This design comes from an exercise in tuning for small area, a short achievable clock period and few clock cycles on the open sky130 flow, not from production work. The RTL was checked by simulation tests, not by an equivalence proof against the original design. Power figures rest on the tool's default switching activity, not on a simulated workload.

==> flow/design.v <==
`timescale 1ns/100ps
module rv052b_alu(
    input                               clk,
    input                               rst,
    input                               start,
    input       [2:0]                   fu,
    input       [1:0]                   op_mode1,
    input       [2:0]                   op_mode2,
    input       [31:0]                  op1,
    input       [31:0]                  op2,
    input       [31:0]                  imm_data,
    input       [31:0]                  cur_pc,
    output  reg                         done,
    output  reg [31:0]                  res,
    output  reg [31:0]                  tar_addr,
    output  reg                         need_jmp
);
wire            f_add   = fu == 3'd0;
wire            f_shift = fu == 3'd1;
wire            f_logic = fu == 3'd2;
wire            f_cmp   = fu == 3'd3;
wire            f_br    = fu == 3'd4;
wire            sub     = op_mode2[2] & ~fu[1];
wire    [31:0]  sum;
wire    [31:0]  prop;
wire    [31:0]  gen;
pfx_add main_add(
    .a      (op1),
    .b      (op2 ^ {32{sub}}),
    .cin    (sub),
    .s      (sum),
    .p      (prop),
    .g      (gen),
    .cout   (),
    .pall   ()
);
wire            lt_lo;
wire            eq_lo;
cmp_tree cmp(
    .a      (op1[30:0]),
    .b      (op2[30:0]),
    .lt     (lt_lo),
    .eq     (eq_lo)
);
wire            eq_hi   = ~(op1[31] ^ op2[31]);
wire            lt_u    = (~op1[31] & op2[31]) | (eq_hi & lt_lo);
wire            lt_s    = (op1[31] & ~op2[31]) | (eq_hi & lt_lo);
wire            eq      = eq_hi & eq_lo;
wire    [4:0]   shamt   = op_mode1[1] ? imm_data[4:0] : op2[4:0];
wire            left    = ~op_mode2[1] & ~op_mode2[2];
wire            fill    = op_mode2[2] & op1[31];
reg     [31:0]  op1_rev;
integer k;
always @(*) for (k = 0; k < 32; k = k + 1) op1_rev[k] = op1[31-k];
wire    [31:0]  sh0     = left ? op1_rev : op1;
wire    [31:0]  sh1     = shamt[4] ? {{16{fill}}, sh0[31:16]} : sh0;
wire    [31:0]  sh2     = shamt[3] ? {{ 8{fill}}, sh1[31: 8]} : sh1;
wire    [31:0]  sh3     = shamt[2] ? {{ 4{fill}}, sh2[31: 4]} : sh2;
wire    [31:0]  sh4     = shamt[1] ? {{ 2{fill}}, sh3[31: 2]} : sh3;
wire    [31:0]  shr     = shamt[0] ? {      fill, sh4[31: 1]} : sh4;
reg     [31:0]  shr_rev;
always @(*) for (k = 0; k < 32; k = k + 1) shr_rev[k] = shr[31-k];
reg             taken;
always @(*) begin
    case (op_mode2)
    3'b000:  taken = eq;
    3'b001:  taken = ~eq;
    3'b010:  taken = lt_s;
    3'b011:  taken = ~lt_s;
    3'b100:  taken = lt_u;
    default: taken = ~lt_u;
    endcase
end
wire            cond    = ~op_mode1[1] & op_mode1[0];
wire            jmp     = ~cond | taken;
wire            jalr    = ~op_mode1[0] & op_mode2[2];
wire    [31:0]  base    = jalr ? op1 : cur_pc;
wire    [31:0]  target;
pfx_add tar_add(
    .a      (base),
    .b      (imm_data),
    .cin    (1'b0),
    .s      (target),
    .p      (),
    .g      (),
    .cout   (),
    .pall   ()
);
wire            s_sum   = f_add;
wire            s_xor   = f_logic & ~op_mode2[1];                    
wire            s_and   = f_logic & (op_mode2[1] | op_mode2[2]);     
wire            s_shr   = f_shift & ~left;
wire            s_shl   = f_shift & left;
wire            s_pc    = f_br;
wire            s_lt    = f_cmp;
wire            lt      = op_mode1[0] ? lt_u : lt_s;
wire    [31:0]  res_d   = ({32{s_sum}} & sum)
                        | ({32{s_xor}} & prop)
                        | ({32{s_and}} & gen)
                        | ({32{s_shr}} & shr)
                        | ({32{s_shl}} & shr_rev)
                        | ({32{s_pc }} & cur_pc)
                        | {31'd0, s_lt & lt};
always @(posedge clk) begin
    done     <= start & ~rst;
    res      <= res_d;
    tar_addr <= {32{jmp}} & target;
    need_jmp <= jmp;
end
endmodule
module pfx_add(
    input       [31:0]                  a,
    input       [31:0]                  b,
    input                               cin,
    output      [31:0]                  s,
    output      [31:0]                  p,
    output      [31:0]                  g,
    output                              cout,
    output                              pall
);
assign p = a ^ b;
assign g = a & b;
wire    [31:0]  gl [0:5];
wire    [31:0]  pl [0:5];
assign gl[0] = {g[31:1], g[0] | (p[0] & cin)};
assign pl[0] = p;
genvar l, i;
generate
    for (l = 0; l < 5; l = l + 1) begin : lvl
        for (i = 0; i < 32; i = i + 1) begin : bit_
            if ((i >> l) & 1) begin : comb
                localparam integer J = ((i >> l) << l) - 1;
                assign gl[l+1][i] = gl[l][i] | (pl[l][i] & gl[l][J]);
                assign pl[l+1][i] = pl[l][i] & pl[l][J];
            end else begin : pass
                assign gl[l+1][i] = gl[l][i];
                assign pl[l+1][i] = pl[l][i];
            end
        end
    end
endgenerate
assign s    = p ^ {gl[5][30:0], cin};
assign cout = gl[5][31];
assign pall = pl[5][31];
endmodule
module cmp_tree(
    input       [30:0]                  a,
    input       [30:0]                  b,
    output                              lt,
    output                              eq
);
wire    [31:0]  l0 = {~a & b, 1'b0};
wire    [31:0]  e0 = {~(a ^ b), 1'b1};
wire    [15:0]  l1, e1;
wire    [7:0]   l2, e2;
wire    [3:0]   l3, e3;
wire    [1:0]   l4, e4;
genvar i;
generate
    for (i = 0; i < 16; i = i + 1) begin : c1
        assign l1[i] = l0[2*i+1] | (e0[2*i+1] & l0[2*i]);
        assign e1[i] = e0[2*i+1] & e0[2*i];
    end
    for (i = 0; i < 8; i = i + 1) begin : c2
        assign l2[i] = l1[2*i+1] | (e1[2*i+1] & l1[2*i]);
        assign e2[i] = e1[2*i+1] & e1[2*i];
    end
    for (i = 0; i < 4; i = i + 1) begin : c3
        assign l3[i] = l2[2*i+1] | (e2[2*i+1] & l2[2*i]);
        assign e3[i] = e2[2*i+1] & e2[2*i];
    end
    for (i = 0; i < 2; i = i + 1) begin : c4
        assign l4[i] = l3[2*i+1] | (e3[2*i+1] & l3[2*i]);
        assign e4[i] = e3[2*i+1] & e3[2*i];
    end
endgenerate
assign lt = l4[1] | (e4[1] & l4[0]);
assign eq = e4[1] & e4[0];
endmodule
==> flow/flow/run.sh <==
#!/bin/bash
# The standard layout (the standard.sh, unchanged steps and settings),
# with the port buffers made from sky130_fd_sc_hd__buf_2 instead of the
# cell buffer_ports picks by default.
set -euo pipefail
export BUFFER_PORTS_ARGS="-buffer_cell sky130_fd_sc_hd__buf_2"
bash standard.sh finish > standard_flow.log 2>&1
==> flow/standard.sh <==
#!/bin/bash
# synth_recipe.tcl (not shown) runs the flow's synth.tcl, then flattens the netlist and writes it again
# the make line also repeats each setting of config.mk as NAME=value (left out here)
make -C /OpenROAD-flow-scripts/flow DESIGN_CONFIG=/design/flow/config.mk WORK_HOME=/design/flow/orfs CLKGATE_MAP_FILE= SYNTH_SCRIPT=/design/flow/synth_recipe.tcl "${@:-finish}"
==> flow/config.mk <==
export PLATFORM = sky130hd
export DESIGN_NAME = rv052b_alu
export DESIGN_NICKNAME = rv052b_alu
export VERILOG_FILES = /design/flow/design.v
export SDC_FILE = /design/flow/constraint.sdc
export NUM_CORES = 4
export LEC_CHECK = 0
export CAP_MARGIN = 20
export CORE_MARGIN = 2
export CORE_UTILIZATION = 25
export PLACE_DENSITY = 0.5
export SETUP_SLACK_MARGIN = 1
export SLEW_MARGIN = 20
==> flow/constraint.sdc <==
create_clock -name core_clock -period 5.0 [get_ports {clk}]
set_input_delay 1.0000 -clock core_clock [delete_from_list [all_inputs] [get_ports {clk}]]
set_output_delay 1.0000 -clock core_clock [all_outputs]
set_load 0.01 [all_outputs]
==> impl_metrics.yaml, run 1 <==
outcome:
  outcome: "timing/DRC/antenna clean"
grt:
  grt_antenna_before_repair: 1
  grt_pass1_vias: 9266
  grt_max_degree: 59
  grt_pass1_wl_mm: 60.51
  grt_overflow_total: 0
  track_usage_pct: 22.39
sta:
  fin_crit_sh_pct: 78.05
  post-route-min-period_ns: 3.902
  setup-tns-final_ns: 0
  drv_slew: 0
  worst_pin_slew_ns: 0.9662
  rsz0062_at_grt: "no"
  fmax_ghz: 0.2562
  setup_viol: 0
  relSlewSlack_pct: 35.43
  hold_viol_final: 0
power:
  clkPwrFrac_pct: 26.4
  leakagePower_nw: 4.975
  peakVddDrop_uv: 185.3
  internal_power_mw: 1.634
  finalPower_mw: 2.842
  power.switching_mw: 1.208
  pwr-share-comb_pct: 50.2
  switching_share_pct: 42.51
  cellPowerDensity_nw_per_um2: 259.9
  seqPwrFrac_pct: 23.3
clocking:
  clockBufferDepth: 2
  cts_tree: "yes"
  numClockSinks: 66
  cts_hold_buf: 0
  h-tree-depth: 3
  root_buffer: "clkbuf_16"
  cts.clk_slew.worst_paths_ns: 0.06
  cts_buffers: 9
yosys:
  seq_area_frac_synth_pct: 14.81
  yosysWarnings: 2
  synth_edf_count: 0
  syn_avg_cell_area_um2: 7.799
  synth_fp_nets: 1388
  netlist_area_um2: 8922
  async_flop_share_pct: 0
  yosys_register_bits: 66
  syn-instance-count: 1144
  synthFlopType: "dfxtp_1"
  yosysUniqueCellTypes: 69
cells_and_area:
  multi_input_area_um2: 7216
  diodes: 0
  final_common_cell: "buf_2"
  fin_area_um2: 10940
  area_growth_pct: 22.56
  layout-drive-gt1-share_pct: 23.75
  seq_area_um2: 1321
  mostFrequentLayoutCells: "204 x buf_2, 137 x nand2_1, 93 x ha_1"
  fin_nets: 1561
  fill_cells: 3856
route:
  drc: 0
  ant_nets: 0
  drt-total-wl_mm: 42.65
  vias: 10029
  via_per_inst: 5.625
  first_pass_iters: 6
  wl_per_cell_um: 23.92
  drtIter0Drc: 1042
setup_path:
  cp-end-kind: "flop"
  criticalPathCategory: "in -> reg"
  crit_fanout: 7
  crit_end: "res[31]"
  worstPathArrival_ns: 4.21
  crit_start: "fu[1]"
  required_ns: 5.31
  worst_setup_path_start_kind: "primary input"
floorplanning:
  die_w_um: 192.9
  fp-row-count: 69
  initial_core_util_pct: 25.21
  design.die.area_um2: 37220
  io_pins: 205
  die_y_um: 192.9
  core_area_um2: 35400
hold_path:
  hold_depth: 2
  min_path_type: "in -> reg"
place:
  hpwl_mm: 34.59
  placed_cell_area_um2: 10440
  gp_congestion: 0.9488
  portBuffers: 204
flow_run:
  drv_cap: 0
[worst min-delay path by stage]
stage	endpoint	from
after floorplan	done	rst
after global placement	done	rst
after detailed placement	done	rst
after CTS	done	rst
after global routing	done	rst
final	done	rst
[metal layers]
metal  GRT usage, %  part of all wire (%)  routed length [um]  up-vias
li1               -                     -                   -     4646
met1          30.96                    45               19110     4816
met2          34.20                    43               18520      486
met3          4.546                   7.9                3359       79
met4          8.304                   3.9                1651        2
met5              0                 0.016                   7        -
[power groups by stage]
stage	clock [mW]	sequential, mW	combinational [mW]
6_report	0.751	0.663	1.43
5_1_grt	0.789	0.672	1.55
4_1_cts	0.773	0.665	1.38
3_5_place_dp	0	0.674	1.38
3_3_place_gp	0	0.677	1.38
2_1_floorplan	0	0.724	0.826
[kinds of logic after synthesis]
group	after synthesis	synth area share (%)
AND/OR/NAND/NOR	329	17.16
flip-flops	66	14.81
XOR/XNOR	61	5.988
multiplexers	81	12.02
buffers and inverters	127	5.876
AO/OA/AOI/OAI	375	28.58
adder cells (fa/ha/maj)	105	15.57
[synthesized netlist by cell type (22+ instances only)]
| library cell | n | area, um^2 |
|---|---|---|
| nand2_1 | 137 | 514.2 |
| ha_1 | 95 | 1189 |
| o21ai_0 | 94 | 470.5 |
| dfxtp_1 | 66 | 1321 |
| a21oi_1 | 64 | 320.3 |
| nor2_1 | 60 | 225.2 |
| inv_1 | 59 | 221.5 |
| mux2i_1 | 49 | 490.5 |
| xnor2_1 | 46 | 402.9 |
| clkbuf_1 | 43 | 161.4 |
| a21o_1 | 32 | 240.2 |
| nor3_1 | 30 | 150.1 |
| o211ai_1 | 25 | 187.7 |
| nand3_1 | 23 | 115.1 |
| a222oi_1 | 22 | 220.2 |
[critical path, cell delays in order]
cell and delay, ns:
buf_2 0.22, nand2b_4 0.27, buf_4 0.18, xnor2_1 0.07, ha_1 0.35, o21ai_0 0.16
o21ai_2 0.24, nand4_1 0.18, a21oi_2 0.23, o21ai_1 0.14, o22ai_2 0.40, a221oi_2 0.14
or4b_1 0.52, nand3_1 0.09
[registers in the layout, summed over array words and instances, names as in the netlist]
| name | count |
|---|---|
| res | 32 |
| need_jmp | 1 |
| tar_addr | 32 |
| done | 1 |
[per-stage QoR]
stage | util (%) | cells | worst slack (ns) | hold WS [ns]
floorplan | - | 1144 | 0.9100 | 1.072
global placement | 29.48 | 1759 | 0.5866 | 1.159
detailed placement | 29.49 | 1759 | 0.5624 | 1.165
CTS | 30.42 | 1775 | 1.037 | 0.7683
global route | 30.89 | 1783 | 0.9652 | 0.7734
finish | 30.89 | 1783 | 1.098 | 0.7798
[cell type report]
type	count	area share [%]
Multi-Input combinational cell	951	65.98
Sequential cell	66	12.08
Timing Repair Buffer	230	11.67
Tap cell	461	5.275
Clock buffer	9	2.059
Inverter	59	2.025
Clock inverter	7	0.9039
[timing repair]
item | CTS | global route
buffers inserted | 0 | 6
pin swaps | 0 | 3
cloned | 0 | 2
endpoints found under the setup margin | 5 | 22
resized for setup | 1 | 17
Testbench counts, summed over its fixed seeds: cycles 16,000.
==> inputs of run 2 (changes only) <==
--- a/flow/design.v
+++ b/flow/design.v
@@ -24,15 +24,13 @@
 wire    [31:0]  sum;
 wire    [31:0]  prop;
 wire    [31:0]  gen;
-pfx_add main_add(
+main_add main_add(
     .a      (op1),
-    .b      (op2 ^ {32{sub}}),
-    .cin    (sub),
+    .b      (op2),
+    .sub    (sub),
     .s      (sum),
     .p      (prop),
-    .g      (gen),
-    .cout   (),
-    .pall   ()
+    .g      (gen)
 );
 wire            lt_lo;
 wire            eq_lo;
@@ -49,15 +47,15 @@
 wire    [4:0]   shamt   = op_mode1[1] ? imm_data[4:0] : op2[4:0];
 wire            left    = ~op_mode2[1] & ~op_mode2[2];
 wire            fill    = op_mode2[2] & op1[31];
-reg     [31:0]  op1_rev;
+wire    [31:0]  shr;
+shift_right shifter(
+    .a      (op1),
+    .shamt  (shamt),
+    .left   (left),
+    .fill   (fill),
+    .y      (shr)
+);
 integer k;
-always @(*) for (k = 0; k < 32; k = k + 1) op1_rev[k] = op1[31-k];
-wire    [31:0]  sh0     = left ? op1_rev : op1;
-wire    [31:0]  sh1     = shamt[4] ? {{16{fill}}, sh0[31:16]} : sh0;
-wire    [31:0]  sh2     = shamt[3] ? {{ 8{fill}}, sh1[31: 8]} : sh1;
-wire    [31:0]  sh3     = shamt[2] ? {{ 4{fill}}, sh2[31: 4]} : sh2;
-wire    [31:0]  sh4     = shamt[1] ? {{ 2{fill}}, sh3[31: 2]} : sh3;
-wire    [31:0]  shr     = shamt[0] ? {      fill, sh4[31: 1]} : sh4;
 reg     [31:0]  shr_rev;
 always @(*) for (k = 0; k < 32; k = k + 1) shr_rev[k] = shr[31-k];
 reg             taken;
@@ -76,15 +74,10 @@
 wire            jalr    = ~op_mode1[0] & op_mode2[2];
 wire    [31:0]  base    = jalr ? op1 : cur_pc;
 wire    [31:0]  target;
-pfx_add tar_add(
+tar_add tar_add(
     .a      (base),
     .b      (imm_data),
-    .cin    (1'b0),
-    .s      (target),
-    .p      (),
-    .g      (),
-    .cout   (),
-    .pall   ()
+    .s      (target)
 );
 wire            s_sum   = f_add;
 wire            s_xor   = f_logic & ~op_mode2[1];                    
@@ -108,21 +101,47 @@
     need_jmp <= jmp;
 end
 endmodule
-module pfx_add(
+module main_add(
     input       [31:0]                  a,
     input       [31:0]                  b,
-    input                               cin,
+    input                               sub,
     output      [31:0]                  s,
     output      [31:0]                  p,
-    output      [31:0]                  g,
-    output                              cout,
-    output                              pall
-);
-assign p = a ^ b;
-assign g = a & b;
+    output      [31:0]                  g
+);
+wire    [31:0]  bx = b ^ {32{sub}};
+assign p = a ^ bx;
+assign g = a & bx;
+wire    [31:0]  c;
+sklansky carries(
+    .g      ({g[31:1], g[0] | (p[0] & sub)}),
+    .p      (p),
+    .c      (c)
+);
+assign s = p ^ {c[30:0], sub};
+endmodule
+module tar_add(
+    input       [31:0]                  a,
+    input       [31:0]                  b,
+    output      [31:0]                  s
+);
+wire    [31:0]  p = a ^ b;
+wire    [31:0]  c;
+sklansky carries(
+    .g      (a & b),
+    .p      (p),
+    .c      (c)
+);
+assign s = p ^ {c[30:0], 1'b0};
+endmodule
+module sklansky(
+    input       [31:0]                  g,
+    input       [31:0]                  p,
+    output      [31:0]                  c
+);
 wire    [31:0]  gl [0:5];
 wire    [31:0]  pl [0:5];
-assign gl[0] = {g[31:1], g[0] | (p[0] & cin)};
+assign gl[0] = g;
 assign pl[0] = p;
 genvar l, i;
 generate
@@ -139,9 +158,7 @@
         end
     end
 endgenerate
-assign s    = p ^ {gl[5][30:0], cin};
-assign cout = gl[5][31];
-assign pall = pl[5][31];
+assign c = gl[5];
 endmodule
 module cmp_tree(
     input       [30:0]                  a,
@@ -177,3 +194,20 @@
 assign lt = l4[1] | (e4[1] & l4[0]);
 assign eq = e4[1] & e4[0];
 endmodule
+module shift_right(
+    input       [31:0]                  a,
+    input       [4:0]                   shamt,
+    input                               left,
+    input                               fill,
+    output      [31:0]                  y
+);
+reg     [31:0]  a_rev;
+integer k;
+always @(*) for (k = 0; k < 32; k = k + 1) a_rev[k] = a[31-k];
+wire    [31:0]  sh0     = left ? a_rev : a;
+wire    [31:0]  sh1     = shamt[4] ? {{16{fill}}, sh0[31:16]} : sh0;
+wire    [31:0]  sh2     = shamt[3] ? {{ 8{fill}}, sh1[31: 8]} : sh1;
+wire    [31:0]  sh3     = shamt[2] ? {{ 4{fill}}, sh2[31: 4]} : sh2;
+wire    [31:0]  sh4     = shamt[1] ? {{ 2{fill}}, sh3[31: 2]} : sh3;
+assign          y       = shamt[0] ? {      fill, sh4[31: 1]} : sh4;
+endmodule
==> flow/flow/run.sh (replaced) <==
#!/bin/bash
# The standard layout (standard.sh, same make targets and settings) with
# two changes: the port buffers are sky130_fd_sc_hd__buf_1 instead of the
# cell buffer_ports picks by default, and synthesis maps the modules named
# in area_modules.txt with an area-oriented ABC script (abc_override.tcl,
# prepended to the standard flow's own synthesis script synth_recipe.tcl).
set -euo pipefail
here=$(pwd)
export BUFFER_PORTS_ARGS="-buffer_cell sky130_fd_sc_hd__buf_1"
cat flow/abc_override.tcl synth_recipe.tcl > my_synth.tcl
sed "s#SYNTH_SCRIPT=[^ ]*synth_recipe.tcl#SYNTH_SCRIPT=$here/my_synth.tcl#" standard.sh > my_standard.sh
grep -q "SYNTH_SCRIPT=$here/my_synth.tcl" my_standard.sh
bash my_standard.sh finish > standard_flow.log 2>&1
==> flow/flow/abc_override.tcl (new file) <==
# Prepended to synth_recipe.tcl by run.sh. Technology mapping: the modules
# listed in flow/area_modules.txt (kept as their own hierarchy with
# SYNTH_HIERARCHICAL 1) are mapped first with the ABC script flow/area.abc;
# the rest of the design then with ORFS's own script, unchanged.
set ::my_flow_dir [file join [file dirname [file normalize [info script]]] flow]
proc abc {args} {
  set fp [open [file join $::my_flow_dir area_modules.txt] r]
  set mods [string trim [read $fp]]
  close $fp
  set area_args $args
  set i [lsearch -exact $area_args -script]
  lset area_args [expr { $i + 1 }] [file join $::my_flow_dir area.abc]
  foreach m $mods {
    yosys abc {*}$area_args $m
  }
  yosys abc {*}$args
}
==> flow/flow/area.abc (new file) <==
strash
dch
map -a
topo
stime -c
buffer -c
upsize -c
dnsize -c
==> flow/flow/area_modules.txt (new file) <==
shift_right
--- a/flow/config.mk
+++ b/flow/config.mk
@@ -7,7 +7,8 @@
 export LEC_CHECK = 0
 export CAP_MARGIN = 20
 export CORE_MARGIN = 2
-export CORE_UTILIZATION = 25
-export PLACE_DENSITY = 0.5
-export SETUP_SLACK_MARGIN = 1
+export CORE_UTILIZATION = 70
+export PLACE_DENSITY = 0.8
+export SETUP_SLACK_MARGIN = 1.25
 export SLEW_MARGIN = 20
+export SYNTH_HIERARCHICAL = 1
==> run 2 against run 1 <==
Against the previous run: the flow now stops in 5_1_grt; synthesized cell count fell by 2.2%; area after synthesis fell by 1.3%.
==> impl_metrics.yaml, run 2 <==
outcome:
  outcome: "stopped before the end"
  stop_stage: "5_1_grt"
  firstError: "[ERROR GRT-0232] Routing congestion too high. Check the congestion heatmap in the GUI."
floorplanning:
  die_w_um: 116.2
  die_y_um: 116.2
  initial_core_util_pct: 72.43
  fp-row-count: 40
  io_pins: 205
place:
  place_ws_ns: 0.3524
  gp_congestion: 1.116
  hpwl_mm: 24.30
  portBuffers: 204
clocking:
  h-tree-depth: 3
  cts_buffers: 9
  numClockSinks: 66
  cts_hold_buf: 0
  root_buffer: "clkbuf_16"
  clockBufferDepth: 2
yosys:
  yosysWarnings: 9
  synth_fp_nets: 1355
  syn-instance-count: 1119
  syn_avg_cell_area_um2: 7.872
  netlist_area_um2: 8808
grt:
  grt_overflow_total: 224
  grt_max_degree: 36
  track_usage_pct: 87.05
sta:
  worst-ep-kind: "register data pin"
  worstEndpointGrtRepair: "res[31]$_DFF_P_/D"
[run 2: worst max path at each step]
stage,from,to,slack (ns),cells after the start
floorplan,fu[1],res[15],1.21,16
global placement,op_mode2[2],tar_addr[29],0.53,16
detailed placement,op_mode2[2],tar_addr[29],0.35,15
CTS,op_mode2[2],tar_addr[29],1.24,15
[run 2: power groups by stage]
stage | Combinational, mW | Sequential, mW | Clock, mW
after floorplan | 0.890 | 0.733 | 0
after global placement | 1.29 | 0.676 | 0
after detailed placement | 1.32 | 0.678 | 0
after CTS | 1.40 | 0.668 | 0.732
[run 2: layer usage]
| metal | overflow | track usage, % |
|---|---|---|
| met1 | 12 | 83.22 |
| met2 | 119 | 99.65 |
| met3 | 6 | 79.19 |
| met4 | 87 | 91.59 |
| met5 | 0 | 46.67 |
[run 2: what timing repair did]
item,in CTS
resized for setup,30
cloned,4
pin swaps,20
setup endpoints to repair,50
buffers inserted,13
[run 2: per-stage QoR]
step / instances / cell area, um^2
after global placement: 1442 / 9540
after detailed placement: 1442 / 9540
after floorplan: 1119 / 8850
after CTS: 1475 / 10270
Testbench counts of run 2, summed over its fixed seeds: cycles 16,000.
==> inputs of run 3 (changes only) <==
--- a/flow/design.v
+++ b/flow/design.v
@@ -20,30 +20,25 @@
 wire            f_logic = fu == 3'd2;
 wire            f_cmp   = fu == 3'd3;
 wire            f_br    = fu == 3'd4;
-wire            sub     = op_mode2[2] & ~fu[1];
+wire            sub     = fu[2] | fu[0] | (op_mode2[2] & ~fu[1]);
 wire    [31:0]  sum;
 wire    [31:0]  prop;
 wire    [31:0]  gen;
+wire            cout;
+wire            pall;
 main_add main_add(
     .a      (op1),
     .b      (op2),
     .sub    (sub),
     .s      (sum),
     .p      (prop),
-    .g      (gen)
+    .g      (gen),
+    .cout   (cout),
+    .pall   (pall)
 );
-wire            lt_lo;
-wire            eq_lo;
-cmp_tree cmp(
-    .a      (op1[30:0]),
-    .b      (op2[30:0]),
-    .lt     (lt_lo),
-    .eq     (eq_lo)
-);
-wire            eq_hi   = ~(op1[31] ^ op2[31]);
-wire            lt_u    = (~op1[31] & op2[31]) | (eq_hi & lt_lo);
-wire            lt_s    = (op1[31] & ~op2[31]) | (eq_hi & lt_lo);
-wire            eq      = eq_hi & eq_lo;
+wire            lt_u    = ~cout;
+wire            lt_s    = (op1[31] ^ op2[31]) ? op1[31] : lt_u;
+wire            eq      = pall;
 wire    [4:0]   shamt   = op_mode1[1] ? imm_data[4:0] : op2[4:0];
 wire            left    = ~op_mode2[1] & ~op_mode2[2];
 wire            fill    = op_mode2[2] & op1[31];
@@ -107,7 +102,9 @@
     input                               sub,
     output      [31:0]                  s,
     output      [31:0]                  p,
-    output      [31:0]                  g
+    output      [31:0]                  g,
+    output                              cout,
+    output                              pall
 );
 wire    [31:0]  bx = b ^ {32{sub}};
 assign p = a ^ bx;
@@ -116,9 +113,11 @@
 sklansky carries(
     .g      ({g[31:1], g[0] | (p[0] & sub)}),
     .p      (p),
-    .c      (c)
+    .c      (c),
+    .pall   (pall)
 );
 assign s = p ^ {c[30:0], sub};
+assign cout = c[31];
 endmodule
 module tar_add(
     input       [31:0]                  a,
@@ -130,14 +129,16 @@
 sklansky carries(
     .g      (a & b),
     .p      (p),
-    .c      (c)
+    .c      (c),
+    .pall   ()
 );
 assign s = p ^ {c[30:0], 1'b0};
 endmodule
 module sklansky(
     input       [31:0]                  g,
     input       [31:0]                  p,
-    output      [31:0]                  c
+    output      [31:0]                  c,
+    output                              pall
 );
 wire    [31:0]  gl [0:5];
 wire    [31:0]  pl [0:5];
@@ -158,41 +159,8 @@
         end
     end
 endgenerate
-assign c = gl[5];
-endmodule
-module cmp_tree(
-    input       [30:0]                  a,
-    input       [30:0]                  b,
-    output                              lt,
-    output                              eq
-);
-wire    [31:0]  l0 = {~a & b, 1'b0};
-wire    [31:0]  e0 = {~(a ^ b), 1'b1};
-wire    [15:0]  l1, e1;
-wire    [7:0]   l2, e2;
-wire    [3:0]   l3, e3;
-wire    [1:0]   l4, e4;
-genvar i;
-generate
-    for (i = 0; i < 16; i = i + 1) begin : c1
-        assign l1[i] = l0[2*i+1] | (e0[2*i+1] & l0[2*i]);
-        assign e1[i] = e0[2*i+1] & e0[2*i];
-    end
-    for (i = 0; i < 8; i = i + 1) begin : c2
-        assign l2[i] = l1[2*i+1] | (e1[2*i+1] & l1[2*i]);
-        assign e2[i] = e1[2*i+1] & e1[2*i];
-    end
-    for (i = 0; i < 4; i = i + 1) begin : c3
-        assign l3[i] = l2[2*i+1] | (e2[2*i+1] & l2[2*i]);
-        assign e3[i] = e2[2*i+1] & e2[2*i];
-    end
-    for (i = 0; i < 2; i = i + 1) begin : c4
-        assign l4[i] = l3[2*i+1] | (e3[2*i+1] & l3[2*i]);
-        assign e4[i] = e3[2*i+1] & e3[2*i];
-    end
-endgenerate
-assign lt = l4[1] | (e4[1] & l4[0]);
-assign eq = e4[1] & e4[0];
+assign c    = gl[5];
+assign pall = pl[5][31];
 endmodule
 module shift_right(
     input       [31:0]                  a,
--- a/flow/config.mk
+++ b/flow/config.mk
@@ -7,8 +7,8 @@
 export LEC_CHECK = 0
 export CAP_MARGIN = 20
 export CORE_MARGIN = 2
-export CORE_UTILIZATION = 70
-export PLACE_DENSITY = 0.8
+export CORE_UTILIZATION = 45
+export PLACE_DENSITY = 0.65
 export SETUP_SLACK_MARGIN = 1.25
 export SLEW_MARGIN = 20
 export SYNTH_HIERARCHICAL = 1
==> run 3 against run 2 <==
Against the previous run: the run now finishes clean; synthesized cell count fell by 3.2%; area after synthesis is 5.8% lower.
==> impl_metrics.yaml, run 3 <==
outcome:
  outcome: "timing/DRC/antenna clean"
setup_path:
  criticalPathCategory: "in -> reg"
  worst_path_max_delay_cell: "ha_2"
  crit_fanout: 8
  critPathMaxStageDelay_ns: 0.38
  worstPathCellList: "buf_12, o21ai_4, buf_12, xor2_1, ha_2, a21o_1, nand4_1, a31oi_4, nor3_4, a211oi_4, o21bai_1, and3b_2, o32ai_4, buf_6, buf_16, a21boi_1"
  worstPathArrival_ns: 4.18
  required_ns: 5.24
  crit_top_cell: "buf_12"
  cp-end-kind: "flop"
  worst_setup_path_start_kind: "primary input"
power:
  peakVddDrop_uv: 199.7
  leakagePower_nw: 4.445
  power.switching_mw: 1.229
  seqPwrFrac_pct: 23.4
  clkPwrFrac_pct: 24.2
  cellPowerDensity_nw_per_um2: 284.2
  switching_share_pct: 42.72
  internal_power_mw: 1.648
  pwr-share-comb_pct: 52.4
yosys:
  synth_fp_nets: 1286
  yosysWarnings: 9
  syn_avg_cell_area_um2: 7.662
  syn-instance-count: 1083
  netlist_area_um2: 8298
grt:
  grt_antenna_before_repair: 0
  grt_max_degree: 42
  grt_pass1_vias: 8712
  grt_overflow_total: 0
  grt_pass1_wl_mm: 50.36
  track_usage_pct: 33.07
route:
  drc: 0
  met1_length_mm: 13.88
  routed.top_layer: "met4"
  dr_wl_met2_mm: 14.80
  ant_nets: 0
  via_per_inst: 6.168
  wl_met3_mm: 3.698
  drt-total-wl_mm: 33.79
  vias: 9400
  first_pass_iters: 10
  wl_per_cell_um: 22.17
  drtIter0Drc: 1399
clocking:
  cts_buffers: 9
  cts_tree: "yes"
  cts.clk_slew.worst_paths_ns: 0.06
  cts_hold_buf: 0
  h-tree-depth: 3
  clockBufferDepth: 2
  root_buffer: "clkbuf_16"
  numClockSinks: 66
cells_and_area:
  final_common_cell: "buf_1"
  top_regs: "res: 32 flops, tar_addr: 32 flops"
  layout-drive-gt1-share_pct: 16.22
  fin_util_pct: 56.15
  mostFrequentLayoutCells: "198 x buf_1, 168 x nand2_1, 93 x xor2_1, 93 x o21ai_1, 66 x dfxtp_1"
  area_growth_pct: 21.97
  diodes: 0
  fill_cells: 1848
  fin_nets: 1493
place:
  hpwl_mm: 25.53
  portBuffers: 204
  gp_congestion: 1.052
sta:
  post-route-min-period_ns: 3.941
  setup-tns-final_ns: 0
  setup_viol: 0
  worst_pin_slew_ns: 0.8865
  relSlewSlack_pct: 40.76
  hold_viol_final: 0
  rsz0062_at_grt: "yes"
  drv_slew: 0
  fin_crit_sh_pct: 78.83
  fmax_ghz: 0.2537
floorplanning:
  io_pins: 205
  fp-row-count: 49
  core_area_um2: 18020
  die_y_um: 139.8
  die_w_um: 139.8
  initial_core_util_pct: 46.04
  design.die.area_um2: 19540
flow_run:
  drv_cap: 0
hold_path:
  min_path_type: "in -> reg"
-- run 3: timing repair --
item,4_1_cts,5_1_grt
setup endpoints to repair,50,62
buffers inserted,15,15
resized for setup,34,40
pin swaps,22,23
cloned,4,1
-- run 3: worst max-delay path, delay by kind of cell --
family | cells | cell delay, ns
AOI/OAI and AO/OA | 7 | 1.57
xor gates and xnor gates | 1 | 0.08
adders and majority gates | 1 | 0.38
buffers and inverters | 4 | 0.66
and+or+nand+nor | 3 | 0.49
-- run 3: path summary, 6_finish.rpt --
path | from | end | slack (ns) | cells after the start
max | fu[1] | tar_addr[30] | 1.06 | 16
min | rst | done | 0.80 | 2
-- run 3: through the flow --
stage	setup slack, ns	power (mW)	std cells	area [um^2]	hold WS, ns
6_report	1.059	2.877	1524	10120	0.7964
5_1_grt	0.9332	3.033	1524	10120	0.8014
4_1_cts	1.107	2.791	1508	9827	0.7891
3_5_place_dp	0.1204	2.028	1473	9194	1.165
3_3_place_gp	0.2193	2.029	1473	9194	1.155
2_1_floorplan	1.013	1.637	1083	8373	1.072
-- run 3: power by group through the flow --
stage	Sequential, mW	Clock, mW	Combinational, mW
floorplan	0.739	0	0.898
global placement	0.685	0	1.34
detailed placement	0.683	0	1.35
CTS	0.674	0.702	1.42
global route	0.682	0.725	1.63
finish	0.673	0.697	1.51
-- run 3: layout make-up --
cell class | instances | area (um^2) | share of cell area (%)
Sequential cell | 66 | 1321 | 13.05
Multi-Input combinational cell | 896 | 6566 | 64.88
Tap cell | 229 | 286.5 | 2.831
Timing Repair Buffer | 264 | 1431 | 14.14
Clock buffer | 10 | 239.0 | 2.361
Inverter | 53 | 203.9 | 2.015
Clock inverter | 6 | 72.57 | 0.7170
-- run 3: layer usage --
metal / vias up / track usage, %
met5: - / 0
met4: 0 / 13.95
met3: 88 / 5.024
met2: 591 / 51.09
met1: 4309 / 45.85
li1: 4412 / -
Testbench counts of run 3, summed over its fixed seeds: cycles 16,000.
==> inputs of run 4 (changes only) <==
--- a/flow/config.mk
+++ b/flow/config.mk
@@ -7,8 +7,8 @@
 export LEC_CHECK = 0
 export CAP_MARGIN = 20
 export CORE_MARGIN = 2
-export CORE_UTILIZATION = 45
-export PLACE_DENSITY = 0.65
+export CORE_UTILIZATION = 35
+export PLACE_DENSITY = 0.6
 export SETUP_SLACK_MARGIN = 1.25
 export SLEW_MARGIN = 20
 export SYNTH_HIERARCHICAL = 1
==> run 4 against run 3 <==
Against the previous run: core utilization shrank 12 points; die area grew 28%; sequential share of layout area shrank 0.14 points; flip-flop and latch count is the same; hold slack is essentially flat; maximum frequency shrank 2.0%; combinational power is essentially flat; wire length grew 2.6%; non-clock buffer count grew 1; design area grew 1.1%.
==> impl_metrics.yaml, run 4 <==
yosys:
  synth_fp_nets: 1286
  netlist_area_um2: 8298
  syn-instance-count: 1083
  yosysWarnings: 9
  syn_avg_cell_area_um2: 7.662
grt:
  grt_antenna_before_repair: 0
  grt_pass1_wl_mm: 50.83
  grt_max_degree: 43
  grt_pass1_vias: 8583
  grt_overflow_total: 0
  track_usage_pct: 26.84
clocking:
  root_buffer: "clkbuf_16"
  cts_buffers: 9
  clockBufferDepth: 2
  cts.clk_slew.worst_paths_ns: 0.06
  cts_hold_buf: 0
  numClockSinks: 66
  h-tree-depth: 3
  cts_tree: "yes"
route:
  drtIter0Drc: 1190
  drc: 0
  vias: 9255
  ant_nets: 0
  via_per_inst: 5.731
  wl_per_cell_um: 21.48
  first_pass_iters: 8
  drt-total-wl_mm: 34.68
floorplanning:
  io_pins: 205
  fp-row-count: 56
  die_w_um: 158.0
  core_area_um2: 23400
  initial_core_util_pct: 35.46
  die_y_um: 158.0
  design.die.area_um2: 24960
cells_and_area:
  layout-drive-gt1-share_pct: 15.35
  area_growth_pct: 23.30
  final_common_cell: "buf_1"
  fill_cells: 2450
  diodes: 0
  stdcell_count: 1615
  mostFrequentLayoutCells: "198 x buf_1, 169 x nand2_1, 96 x o21ai_1"
  fin_nets: 1494
  top_regs: "res: 32 flops, tar_addr: 32 flops"
setup_path:
  worstPathArrival_ns: 4.25
  required_ns: 5.23
  crit_top_cell: "buf_6"
  critPathMaxStageDelay_ns: 0.30
  criticalPathCategory: "in -> reg"
  cp-end-kind: "flop"
  worst_setup_path_start_kind: "primary input"
  crit_fanout: 8
  worstPathCellList: "buf_8, inv_6, o21ai_4, buf_6, buf_16, xor2_1, ha_1, and4_4, nand3b_1, o22ai_4, o21bai_4, a211oi_4, o21bai_1, and3b_2, o32ai_4, buf_6, clkbuf_16, a21boi_1"
  worst_path_max_delay_cell: "ha_1"
sta:
  fmax_ghz: 0.2486
  setup_viol: 0
  rsz0062_at_grt: "yes"
  drv_slew: 0
  worst_pin_slew_ns: 0.7231
  fin_crit_sh_pct: 80.46
  relSlewSlack_pct: 51.28
  setup-tns-final_ns: 0
  post-route-min-period_ns: 4.023
  hold_viol_final: 0
place:
  gp_congestion: 1.024
  portBuffers: 204
  dp_cells: 1562
  hpwl_mm: 26.33
power:
  cellPowerDensity_nw_per_um2: 281.7
  peakVddDrop_uv: 142.1
  leakagePower_nw: 4.447
hold_path:
  min_path_type: "in -> reg"
  hold_depth: 2
flow_run:
  drv_cap: 0
outcome:
  outcome: "timing/DRC/antenna clean"
==> run 4: changes by cell type in the layout (fill, tap and decap cells not counted), moves of 2 or more <==
cell | previous run | this run
a21boi_1 | 21 | 27
a21boi_2 | 11 | 5
clkbuf_1 | 0 | 3
o21ai_1 | 93 | 96
buf_12 | 5 | 3
inv_6 | 3 | 1
nor2_2 | 4 | 6
nor2_4 | 5 | 3
o21ai_2 | 8 | 6
==> run 4: cell type report <==
cell class	count	area (um^2)	area share (%)
clock inverters	4	76.32	0.7460
well taps	319	399.1	3.901
repair buffers	265	1461	14.28
flip-flops and latches	66	1321	12.91
inverters	53	203.9	1.993
clock buffers	12	236.5	2.311
multi-input cells	896	6533	63.85
==> run 4: critical path, delay by kind of cell <==
kind	cells	cell delay, ns
XOR/XNOR	1	0.08
adder cells (fa/ha/maj)	1	0.30
buffers and inverters	6	0.79
AND/OR/NAND/NOR	3	0.65
AO/OA/AOI/OAI	7	1.38
==> run 4: worst paths after layout <==
kind / slack [ns] / startpoint / to
setup / recovery: 0.98 / op_mode2[2] / tar_addr[24]
hold / removal: 0.80 / rst / done
==> run 4: per-stage QoR <==
stage               util (%)  cell area (um^2)  power, mW  hold slack [ns]  setup WS (ns)
CTS                    42.89             10040      2.834           0.7893          1.126
global route           43.72             10230      3.048           0.8338         0.8941
global placement       39.71              9294      2.029            1.151         0.3502
detailed placement     39.71              9294      2.033            1.156         0.2282
finish                 43.72             10230      2.882           0.7962         0.9769
floorplan                  -              8373      1.637            1.072          1.013
==> run 4: report_power, final <==
| part | switching, mW | leakage [nW] | total [mW] | internal (mW) |
|---|---|---|---|---|
| clock network | 0.266 | 0.147 | 0.705 | 0.439 |
| logic | 0.903 | 3.75 | 1.51 | 0.603 |
| registers | 0.0319 | 0.552 | 0.672 | 0.640 |
==> run 4: what timing repair did <==
action | 4_1_cts | 5_1_grt
setup buffers | 23 | 7
cloned | 5 | 2
resized for setup | 42 | 23
endpoints found under the hold margin | 0 | 0
endpoints found under the setup margin | 46 | 61
pin swaps | 27 | 14
==> run 4: metal layers <==
metal	share of wire (%)	track usage [%]	up-vias
met1	44	37.61	4277
met4	2.9	8.580	0
met2	43	40.95	491
met5	0	0	-
met3	10	5.667	61
li1	-	-	4426
==> inputs of run 5 (changes only) <==
--- a/flow/design.v
+++ b/flow/design.v
@@ -26,16 +26,13 @@
 wire    [31:0]  gen;
 wire            cout;
 wire            pall;
-main_add main_add(
-    .a      (op1),
-    .b      (op2),
-    .sub    (sub),
-    .s      (sum),
-    .p      (prop),
-    .g      (gen),
-    .cout   (cout),
-    .pall   (pall)
-);
+wire    [31:0]  op2_x   = op2 ^ {32{sub}};
+assign          prop    = op1 ^ op2_x;
+assign          gen     = op1 & op2_x;
+wire    [32:0]  main_pc = prefix({gen[31:1], gen[0] | (prop[0] & sub)}, prop);
+assign          sum     = prop ^ {main_pc[30:0], sub};
+assign          cout    = main_pc[31];
+assign          pall    = main_pc[32];
 wire            lt_u    = ~cout;
 wire            lt_s    = (op1[31] ^ op2[31]) ? op1[31] : lt_u;
 wire            eq      = pall;
@@ -53,27 +50,27 @@
 integer k;
 reg     [31:0]  shr_rev;
 always @(*) for (k = 0; k < 32; k = k + 1) shr_rev[k] = shr[31-k];
-reg             taken;
-always @(*) begin
-    case (op_mode2)
-    3'b000:  taken = eq;
-    3'b001:  taken = ~eq;
-    3'b010:  taken = lt_s;
-    3'b011:  taken = ~lt_s;
-    3'b100:  taken = lt_u;
-    default: taken = ~lt_u;
-    endcase
-end
+wire            sgn_d   = op1[31] ^ op2[31];
+wire            is_eq   = op_mode2 == 3'b000;
+wire            is_ne   = op_mode2 == 3'b001;
+wire            is_lt   = op_mode2 == 3'b010;
+wire            is_ge   = op_mode2 == 3'b011;
+wire            is_ltu  = op_mode2 == 3'b100;
+wire            is_geu  = op_mode2 == 3'b110;
 wire            cond    = ~op_mode1[1] & op_mode1[0];
-wire            jmp     = ~cond | taken;
+wire            j_any   = ~cond | (is_lt & sgn_d & op1[31]) | (is_ge & sgn_d & ~op1[31]);
+wire            j_c1    = is_ge & ~sgn_d | is_geu;       
+wire            j_c0    = is_lt & ~sgn_d | is_ltu;       
+wire            j_p     = cond & (is_eq | is_ne);
+wire            j_pv    = is_eq;                         
+wire            jmp     = j_any | (cout ? j_c1 : j_c0) | (j_p & ~(pall ^ j_pv));
+wire            taken   = jmp;
 wire            jalr    = ~op_mode1[0] & op_mode2[2];
 wire    [31:0]  base    = jalr ? op1 : cur_pc;
 wire    [31:0]  target;
-tar_add tar_add(
-    .a      (base),
-    .b      (imm_data),
-    .s      (target)
-);
+wire    [31:0]  tar_p   = base ^ imm_data;
+wire    [32:0]  tar_pc  = prefix(base & imm_data, tar_p);
+assign          target  = tar_p ^ {tar_pc[30:0], 1'b0};
 wire            s_sum   = f_add;
 wire            s_xor   = f_logic & ~op_mode2[1];                    
 wire            s_and   = f_logic & (op_mode2[1] | op_mode2[2]);     
@@ -95,72 +92,30 @@
     tar_addr <= {32{jmp}} & target;
     need_jmp <= jmp;
 end
-endmodule
-module main_add(
-    input       [31:0]                  a,
-    input       [31:0]                  b,
-    input                               sub,
-    output      [31:0]                  s,
-    output      [31:0]                  p,
-    output      [31:0]                  g,
-    output                              cout,
-    output                              pall
-);
-wire    [31:0]  bx = b ^ {32{sub}};
-assign p = a ^ bx;
-assign g = a & bx;
-wire    [31:0]  c;
-sklansky carries(
-    .g      ({g[31:1], g[0] | (p[0] & sub)}),
-    .p      (p),
-    .c      (c),
-    .pall   (pall)
-);
-assign s = p ^ {c[30:0], sub};
-assign cout = c[31];
-endmodule
-module tar_add(
-    input       [31:0]                  a,
-    input       [31:0]                  b,
-    output      [31:0]                  s
-);
-wire    [31:0]  p = a ^ b;
-wire    [31:0]  c;
-sklansky carries(
-    .g      (a & b),
-    .p      (p),
-    .c      (c),
-    .pall   ()
-);
-assign s = p ^ {c[30:0], 1'b0};
-endmodule
-module sklansky(
-    input       [31:0]                  g,
-    input       [31:0]                  p,
-    output      [31:0]                  c,
-    output                              pall
-);
-wire    [31:0]  gl [0:5];
-wire    [31:0]  pl [0:5];
-assign gl[0] = g;
-assign pl[0] = p;
-genvar l, i;
-generate
-    for (l = 0; l < 5; l = l + 1) begin : lvl
-        for (i = 0; i < 32; i = i + 1) begin : bit_
-            if ((i >> l) & 1) begin : comb
-                localparam integer J = ((i >> l) << l) - 1;
-                assign gl[l+1][i] = gl[l][i] | (pl[l][i] & gl[l][J]);
-                assign pl[l+1][i] = pl[l][i] & pl[l][J];
-            end else begin : pass
-                assign gl[l+1][i] = gl[l][i];
-                assign pl[l+1][i] = pl[l][i];
+function [32:0] prefix;
+    input   [31:0]  g;
+    input   [31:0]  p;
+    reg     [31:0]  gg, pp, gn, pn;
+    integer l, i, j;
+    begin
+        gg = g;
+        pp = p;
+        for (l = 0; l < 5; l = l + 1) begin
+            gn = gg;
+            pn = pp;
+            for (i = 0; i < 32; i = i + 1) begin
+                if ((i >> l) & 1) begin
+                    j = ((i >> l) << l) - 1;
+                    gn[i] = gg[i] | (pp[i] & gg[j]);
+                    pn[i] = pp[i] & pp[j];
+                end
             end
+            gg = gn;
+            pp = pn;
         end
+        prefix = {pp[31], gg};
     end
-endgenerate
-assign c    = gl[5];
-assign pall = pl[5][31];
+endfunction
 endmodule
 module shift_right(
     input       [31:0]                  a,
--- a/flow/config.mk
+++ b/flow/config.mk
@@ -7,8 +7,8 @@
 export LEC_CHECK = 0
 export CAP_MARGIN = 20
 export CORE_MARGIN = 2
-export CORE_UTILIZATION = 35
-export PLACE_DENSITY = 0.6
+export CORE_UTILIZATION = 45
+export PLACE_DENSITY = 0.65
 export SETUP_SLACK_MARGIN = 1.25
 export SLEW_MARGIN = 20
 export SYNTH_HIERARCHICAL = 1
==> run 5 against run 4 <==
Against the previous run: highest routed layer unchanged; die area shrank 21%; hold slack barely moved; critical endpoint is now tar_addr[10]; maximum frequency grew 5.0%.
==> impl_metrics.yaml, run 5 <==
outcome:
  outcome: "timing/DRC/antenna clean"
hold_path:
  hold_depth: 2
  min-delay-start: "rst"
  min_path_type: "in -> reg"
  holdPathEnd: "done"
setup_path:
  worst_path_max_delay_cell: "o311a_4"
  cp_top_family: "compound AO/OA/AOI/OAI gates"
  required_ns: 5.24
  worstPathCellList: "buf_4, o21ai_4, buf_6, buf_6, xor2_1, ha_1, buf_4, a21oi_2, o21a_1, o21ai_1, o211ai_1, mux2i_1, a211oi_2, o311a_4, clkbuf_16, nor2_4"
  critPathMaxStageDelay_ns: 0.39
  path_buf_inv: 5
  worstPathArrival_ns: 4.08
  crit_fanout: 7
  criticalPathCategory: "in -> reg"
  cp-end-kind: "flop"
  worst_setup_path_start_kind: "primary input"
sta:
  rsz0062_at_grt: "yes"
  setup-tns-final_ns: 0
  fmax_ghz: 0.2610
  worst_pin_slew_ns: 1.147
  hold_viol_final: 0
  relSlewSlack_pct: 23.55
  setup_viol: 0
  fin_crit_sh_pct: 76.64
  post-route-min-period_ns: 3.832
  drv_slew: 0
grt:
  track_usage_pct: 34.23
  grt_pass1_vias: 9220
  grt_pass1_wl_mm: 52.30
  grt_overflow_total: 0
  grt_antenna_before_repair: 1
  grt_max_degree: 35
route:
  ant_nets: 0
  drtIter0Drc: 1024
  wl_per_cell_um: 22.55
  vias: 10009
  drt-total-wl_mm: 36.50
  via_per_inst: 6.182
  drc: 0
  first_pass_iters: 8
power:
  leakagePower_nw: 4.463
  peakVddDrop_uv: 203.5
  cellPowerDensity_nw_per_um2: 273.0
cells_and_area:
  area_growth_pct: 29.36
  mostFrequentLayoutCells: "198 x buf_1, 190 x nand2_1, 98 x o21ai_1"
  fill_cells: 1674
  top_regs: "res: 32 flops, tar_addr: 32 flops"
  stdcell_count: 1619
  layout-drive-gt1-share_pct: 18.36
  fin_nets: 1595
  fin_util_pct: 59.75
  final_common_cell: "buf_1"
floorplanning:
  die_w_um: 140.5
  design.die.area_um2: 19730
  core_area_um2: 18150
  initial_core_util_pct: 46.19
  die_y_um: 140.5
  io_pins: 205
  fp-row-count: 49
clocking:
  root_buffer: "clkbuf_16"
  h-tree-depth: 3
  numClockSinks: 66
  cts_buffers: 9
  cts_tree: "yes"
  clockBufferDepth: 2
  cts.clk_slew.worst_paths_ns: 0.07
yosys:
  async_flop_share_pct: 0
  synth_most_common_cell: "nand2_1"
  yosysUniqueCellTypes: 72
  syn-instance-count: 1163
  synth.largest_area_cell: "dfxtp_1"
  yosysWarnings: 8
  synth_edf_count: 0
  synth_top_area_share_pct: 15.76
  ys_top_cells_by_count: "190 x nand2_1, 94 x o21ai_1, 84 x a21oi_1"
  synth_fp_nets: 1374
  syn_avg_cell_area_um2: 7.207
  synth_area_leaders: "dfxtp_1 16%, ha_1 9.3%, nand2_1 8.5%"
  synthFlopType: "dfxtp_1"
  yosys_register_bits: 66
  netlist_area_um2: 8382
  seq_area_frac_synth_pct: 15.76
place:
  dp_cells: 1552
  hpwl_mm: 27.60
  gp_congestion: 0.9822
  portBuffers: 204
flow_run:
  drv_cap: 0
run 5: cell families after synthesis:
logic type      after synthesis  synth area share [%]
xor+xnor                     63                 6.583
fa+ha+maj                    72                 11.64
flops                        66                 15.76
compound gates              384                 29.30
buf+inv                     135                 7.359
mux                          83                 10.43
simple gates                360                 18.91
run 5: final cells by class:
type | count | area (um^2) | area share [%]
antenna | 1 | 2.502 | 0.02308
inverter | 65 | 259.0 | 2.389
timing repair buffer | 280 | 1592 | 14.68
sequential | 66 | 1321 | 12.19
multi-input combinational | 962 | 7057 | 65.08
clock buffer | 9 | 225.2 | 2.077
clock inverter | 7 | 100.1 | 0.9231
tap | 229 | 286.5 | 2.643
run 5: per-module statistics from Yosys (local to each module, per instance):
module	copies in the design	flip-flops and latches	area, um^2	cells inside
shift_right	1	0	2048	389
rv052b_alu	1	66	6334	774
run 5: worst max path at each step:
stage / cells after the start / start / end
2_1_floorplan: 15 / op_mode1[0] / tar_addr[21]
3_3_place_gp: 14 / op_mode2[2] / res[31]
3_5_place_dp: 14 / op_mode2[2] / res[31]
4_1_cts: 18 / op_mode2[1] / res[11]
5_1_grt: 16 / fu[1] / tar_addr[25]
6_report: 16 / fu[1] / tar_addr[10]
run 5: power breakdown:
group	switching, mW	total, mW	leakage [nW]	internal, mW
Sequential	0.0340	0.668	0.552	0.634
Clock	0.283	0.724	0.160	0.441
Combinational	0.942	1.57	3.75	0.626
run 5: repair_timing:
| action | 4_1_cts | 5_1_grt |
|---|---|---|
| pin swaps | 16 | 46 |
| cloned | 0 | 7 |
| setup buffers | 14 | 29 |
| setup endpoints to repair | 56 | 59 |
| resized for setup | 50 | 129 |
| hold buffers | 0 | 0 |
run 5: stage by stage:
step / cell area [um^2] / power [mW] / hold slack (ns) / worst slack (ns)
final: 10840 / 2.960 / 0.7959 / 1.168
after global routing: 10840 / 3.100 / 0.8399 / 1.127
after CTS: 9945 / 2.736 / 0.7918 / 1.259
after detailed placement: 9314 / 1.956 / 1.158 / 0.3824
after global placement: 9314 / 1.957 / 1.158 / 0.5382
after floorplan: 8434 / 1.554 / 1.072 / 1.254
run 5: routing by layer:
layer / wire length [um] / vias up / track usage (%) / share of wire [%]
li1: - / 4628 / - / -
met4: 1733 / 0 / 15.32 / 4.7
met5: 0 / - / 0 / 0
met2: 15940 / 648 / 52.84 / 44
met3: 3765 / 117 / 6.530 / 10
met1: 15060 / 4616 / 46.51 / 41
Testbench counts of run 5, summed over its fixed seeds: cycles 16,000.
==> inputs of run 6 (changes only) <==
--- a/flow/config.mk
+++ b/flow/config.mk
@@ -9,6 +9,6 @@
 export CORE_MARGIN = 2
 export CORE_UTILIZATION = 45
 export PLACE_DENSITY = 0.65
-export SETUP_SLACK_MARGIN = 1.25
+export SETUP_SLACK_MARGIN = 1.0
 export SLEW_MARGIN = 20
 export SYNTH_HIERARCHICAL = 1
==> run 6 against run 5 <==
Against the previous run: still clean; sequential power about the same; synthesized cell count did not move; global-route usage shrank 3.6 points; core utilization decreased by 4.3 points; area after synthesis did not move; combinational power down 14%; via count shrank 3.0%; sequential share of layout area up 0.94 points; count of clock-buffer cells in the layout is 1 higher; clock power is 3.7% higher; worst setup slack got worse by 0.070 ns; wire length shrank 10%.
==> impl_metrics.yaml, run 6 <==
power:
  internal_power_mw: 1.640
  pwr-share-comb_pct: 48.8
  power.switching_mw: 1.131
  clkPwrFrac_pct: 27.1
  cellPowerDensity_nw_per_um2: 275.4
  seqPwrFrac_pct: 24.1
  leakagePower_nw: 4.192
  switching_share_pct: 40.81
  peakVddDrop_uv: 179.8
place:
  portBuffers: 204
  hpwl_mm: 24.37
  gp_congestion: 0.9642
grt:
  grt_max_degree: 35
  grt_pass1_wl_mm: 47.63
  track_usage_pct: 30.66
  grt_antenna_before_repair: 0
  grt_overflow_total: 0
  grt_pass1_vias: 8707
sta:
  setup-tns-final_ns: 0
  post-route-min-period_ns: 3.902
  hold_ws_ns: 0.7930
  fmax_ghz: 0.2563
  setup_viol: 0
  fin_crit_sh_pct: 78.03
  worst_pin_slew_ns: 0.8921
  drv_slew: 0
  hold_viol_final: 0
  rsz0062_at_grt: "yes"
  relSlewSlack_pct: 40.46
cells_and_area:
  area_growth_pct: 20.09
  fin_util_pct: 55.47
  mostFrequentLayoutCells: "199 x buf_1, 190 x nand2_1, 95 x o21ai_1"
  final_common_cell: "buf_1"
  diodes: 0
  layout-drive-gt1-share_pct: 12.44
  fin_nets: 1573
  top_regs: "res: 32 flops, tar_addr: 32 flops"
yosys:
  ys_top_cells_by_count: "190 x nand2_1, 94 x o21ai_1, 84 x a21oi_1"
  yosys_register_bits: 66
  synth_top_family_by_area: "compound AO/OA/AOI/OAI gates"
  async_flop_share_pct: 0
  synthAdderAreaFrac_pct: 11.64
  synth_edf_count: 0
  yosysWarnings: 8
  syn-instance-count: 1163
  synth_fp_nets: 1374
  netlist_area_um2: 8382
  synthFlopType: "dfxtp_1"
  synth-simple-area-share_pct: 18.91
  synth_most_common_cell: "nand2_1"
  seq_area_frac_synth_pct: 15.76
  syn_avg_cell_area_um2: 7.207
  muxShareOfSynthArea_pct: 10.43
  synth-xor-area-share_pct: 6.583
  synth.largest_area_cell: "dfxtp_1"
  synth_area_leaders: "dfxtp_1 16%, ha_1 9.3%, nand2_1 8.5%"
  synth_top_area_share_pct: 15.76
  yosysUniqueCellTypes: 72
  synth_compound_area_share_pct: 29.30
clocking:
  cts_tree: "yes"
  cts_buffers: 9
  cts.clk_slew.worst_paths_ns: 0.06
  cts_hold_buf: 0
  numClockSinks: 66
  h-tree-depth: 3
  root_buffer: "clkbuf_16"
  clockBufferDepth: 2
setup_path:
  required_ns: 5.25
  worst_setup_path_start_kind: "primary input"
  cp-end-kind: "flop"
  crit_start: "op_mode2[2]"
  crit_fanout: 16
  worstPathArrival_ns: 4.15
  crit_end: "tar_addr[2]"
  criticalPathCategory: "in -> reg"
route:
  drtIter0Drc: 1160
  via_per_inst: 6.081
  wl_per_cell_um: 20.56
  drc: 0
  first_pass_iters: 7
  drt-total-wl_mm: 32.81
  ant_nets: 0
  vias: 9705
floorplanning:
  die_w_um: 140.5
  core_area_um2: 18150
  die_y_um: 140.5
  fp-row-count: 49
  design.die.area_um2: 19730
  initial_core_util_pct: 46.19
  io_pins: 205
outcome:
  outcome: "timing/DRC/antenna clean"
hold_path:
  min_path_type: "in -> reg"
flow_run:
  drv_cap: 0
run 6: cell count changes in the layout (fill, tap and decap cells not counted), sizes merged:
cell	delta
buf	-26
clkinvlp	+3
inv	-3
clkbuf	+2
bufinv	+1
clkinv	-1
diode	-1
mux2	+1
nand2b	+1
run 6: worst min-delay path by stage:
| stage | start | end | slack [ns] | cells after the start |
|---|---|---|---|---|
| 2_1_floorplan | rst | done | 1.07 | 1 |
| 3_3_place_gp | rst | done | 1.16 | 2 |
| 3_5_place_dp | rst | done | 1.16 | 2 |
| 4_1_cts | rst | done | 0.79 | 2 |
| 5_1_grt | rst | done | 0.83 | 2 |
| 6_report | rst | done | 0.79 | 2 |
run 6: worst max-delay path: stages:
cell,delay [ns]
clkbuf_4,0.20
inv_2,0.09
o21ai_4,0.25
buf_4,0.19
buf_16,0.17
xor2_1,0.09
ha_1,0.33
nand4_1,0.15
nor2_2,0.18
nand3_1,0.20
nor4_2,0.34
xor2_1,0.13
a211oi_2,0.25
o311a_4,0.29
inv_1,0.11
and2_1,0.17
run 6: power by group through the flow:
stage	Combinational (mW)	Clock (mW)	Sequential (mW)
after floorplan	0.822	0	0.729
after global placement	1.23	0	0.678
after detailed placement	1.24	0	0.676
after CTS	1.26	0.764	0.667
after global routing	1.48	0.783	0.676
final	1.35	0.751	0.667
run 6: kinds of logic after synthesis:
group | count (synthesis)
multiplexers | 83
XOR/XNOR | 63
adder cells (fa/ha/maj) | 72
buffers and inverters | 135
flip-flops | 66
AND/OR/NAND/NOR | 360
AO/OA/AOI/OAI | 384
run 6: per-layer routing:
metal	part of all wire, %	up-vias	routed length, um	global-route usage, %
met5	0	-	0	0
met1	42	4418	13720	41.33
li1	-	4605	-	-
met2	45	581	14620	48.81
met3	8.3	101	2722	4.615
met4	5.3	0	1751	13.32
run 6: metrics by stage:
| step | cell area (um^2) | power, mW | setup WS, ns | instances |
|---|---|---|---|---|
| 2_1_floorplan | 8392 | 1.551 | 1.009 | 1163 |
| 3_3_place_gp | 9256 | 1.911 | 0.5746 | 1546 |
| 3_5_place_dp | 9256 | 1.914 | 0.4926 | 1546 |
| 4_1_cts | 9662 | 2.688 | 1.040 | 1564 |
| 5_1_grt | 10070 | 2.939 | 0.9505 | 1596 |
| 6_report | 10070 | 2.772 | 1.098 | 1596 |
run 6: what timing repair did:
action,in CTS,in global routing
hold endpoints to repair,0,0
resized for setup,7,39
pin swaps,1,14
endpoints found under the setup margin,37,56
gates cloned,1,5
buffers inserted,1,27
run 6: area by class of cell:
class | instances | area (um^2)
fillers | 1798 | 8082
flip-flops and latches | 66 | 1321
multi-input cells | 964 | 6614
repair buffers | 255 | 1245
clock inverters | 6 | 115.1
clock buffers | 10 | 229.0
repair inverters | 1 | 5.005
well taps | 229 | 286.5
inverters | 65 | 250.2
run 6: modules after synthesis, one instance, submodules excluded:
module / cells / area, um^2 / flip-flops and latches / times used
rv052b_alu: 774 / 6334 / 66 / 1
shift_right: 389 / 2048 / 0 / 1

==> afterwards: timing with drivers on the ports <==
No port has a modelled driver above. Below, the same layouts with a new extraction and two added sets of constraints. Step 1, drivers: a clkbuf_16 drives clk and a buf_2 each remaining input, both assumed. Step 2 times the ports against the registers' clock, not the clock port: input delays grow and output delays shrink by t, the midpoint of the rising clock arrivals with the driver on. a / b / c = ideal / step 1 / step 2; a / b = the first two.
run | t (ns) | setup WS [ns] | latest minus earliest clock arrival (ns) | worst register clock-pin slew, ns
run 1 | 0.425 | 1.098 / 1.111 / 0.686 | 0.018 / 0.018 | 0.08 / 0.08
run 3 | 0.395 | 1.059 / 1.057 / 0.662 | 0.011 / 0.010 | 0.07 / 0.07
run 4 | 0.393 | 0.977 / 0.973 / 0.580 | 0.007 / 0.007 | 0.06 / 0.06
run 5 | 0.395 | 1.168 / 1.187 / 0.792 | 0.010 / 0.010 | 0.07 / 0.07
run 6 | 0.388 | 1.098 / 1.118 / 0.731 | 0.008 / 0.009 | 0.06 / 0.06
After both steps every run listed still meets setup and hold. The setup slack of run 1, which loses most, moves by +0.013 ns with the drivers and by -0.412 ns with both steps.
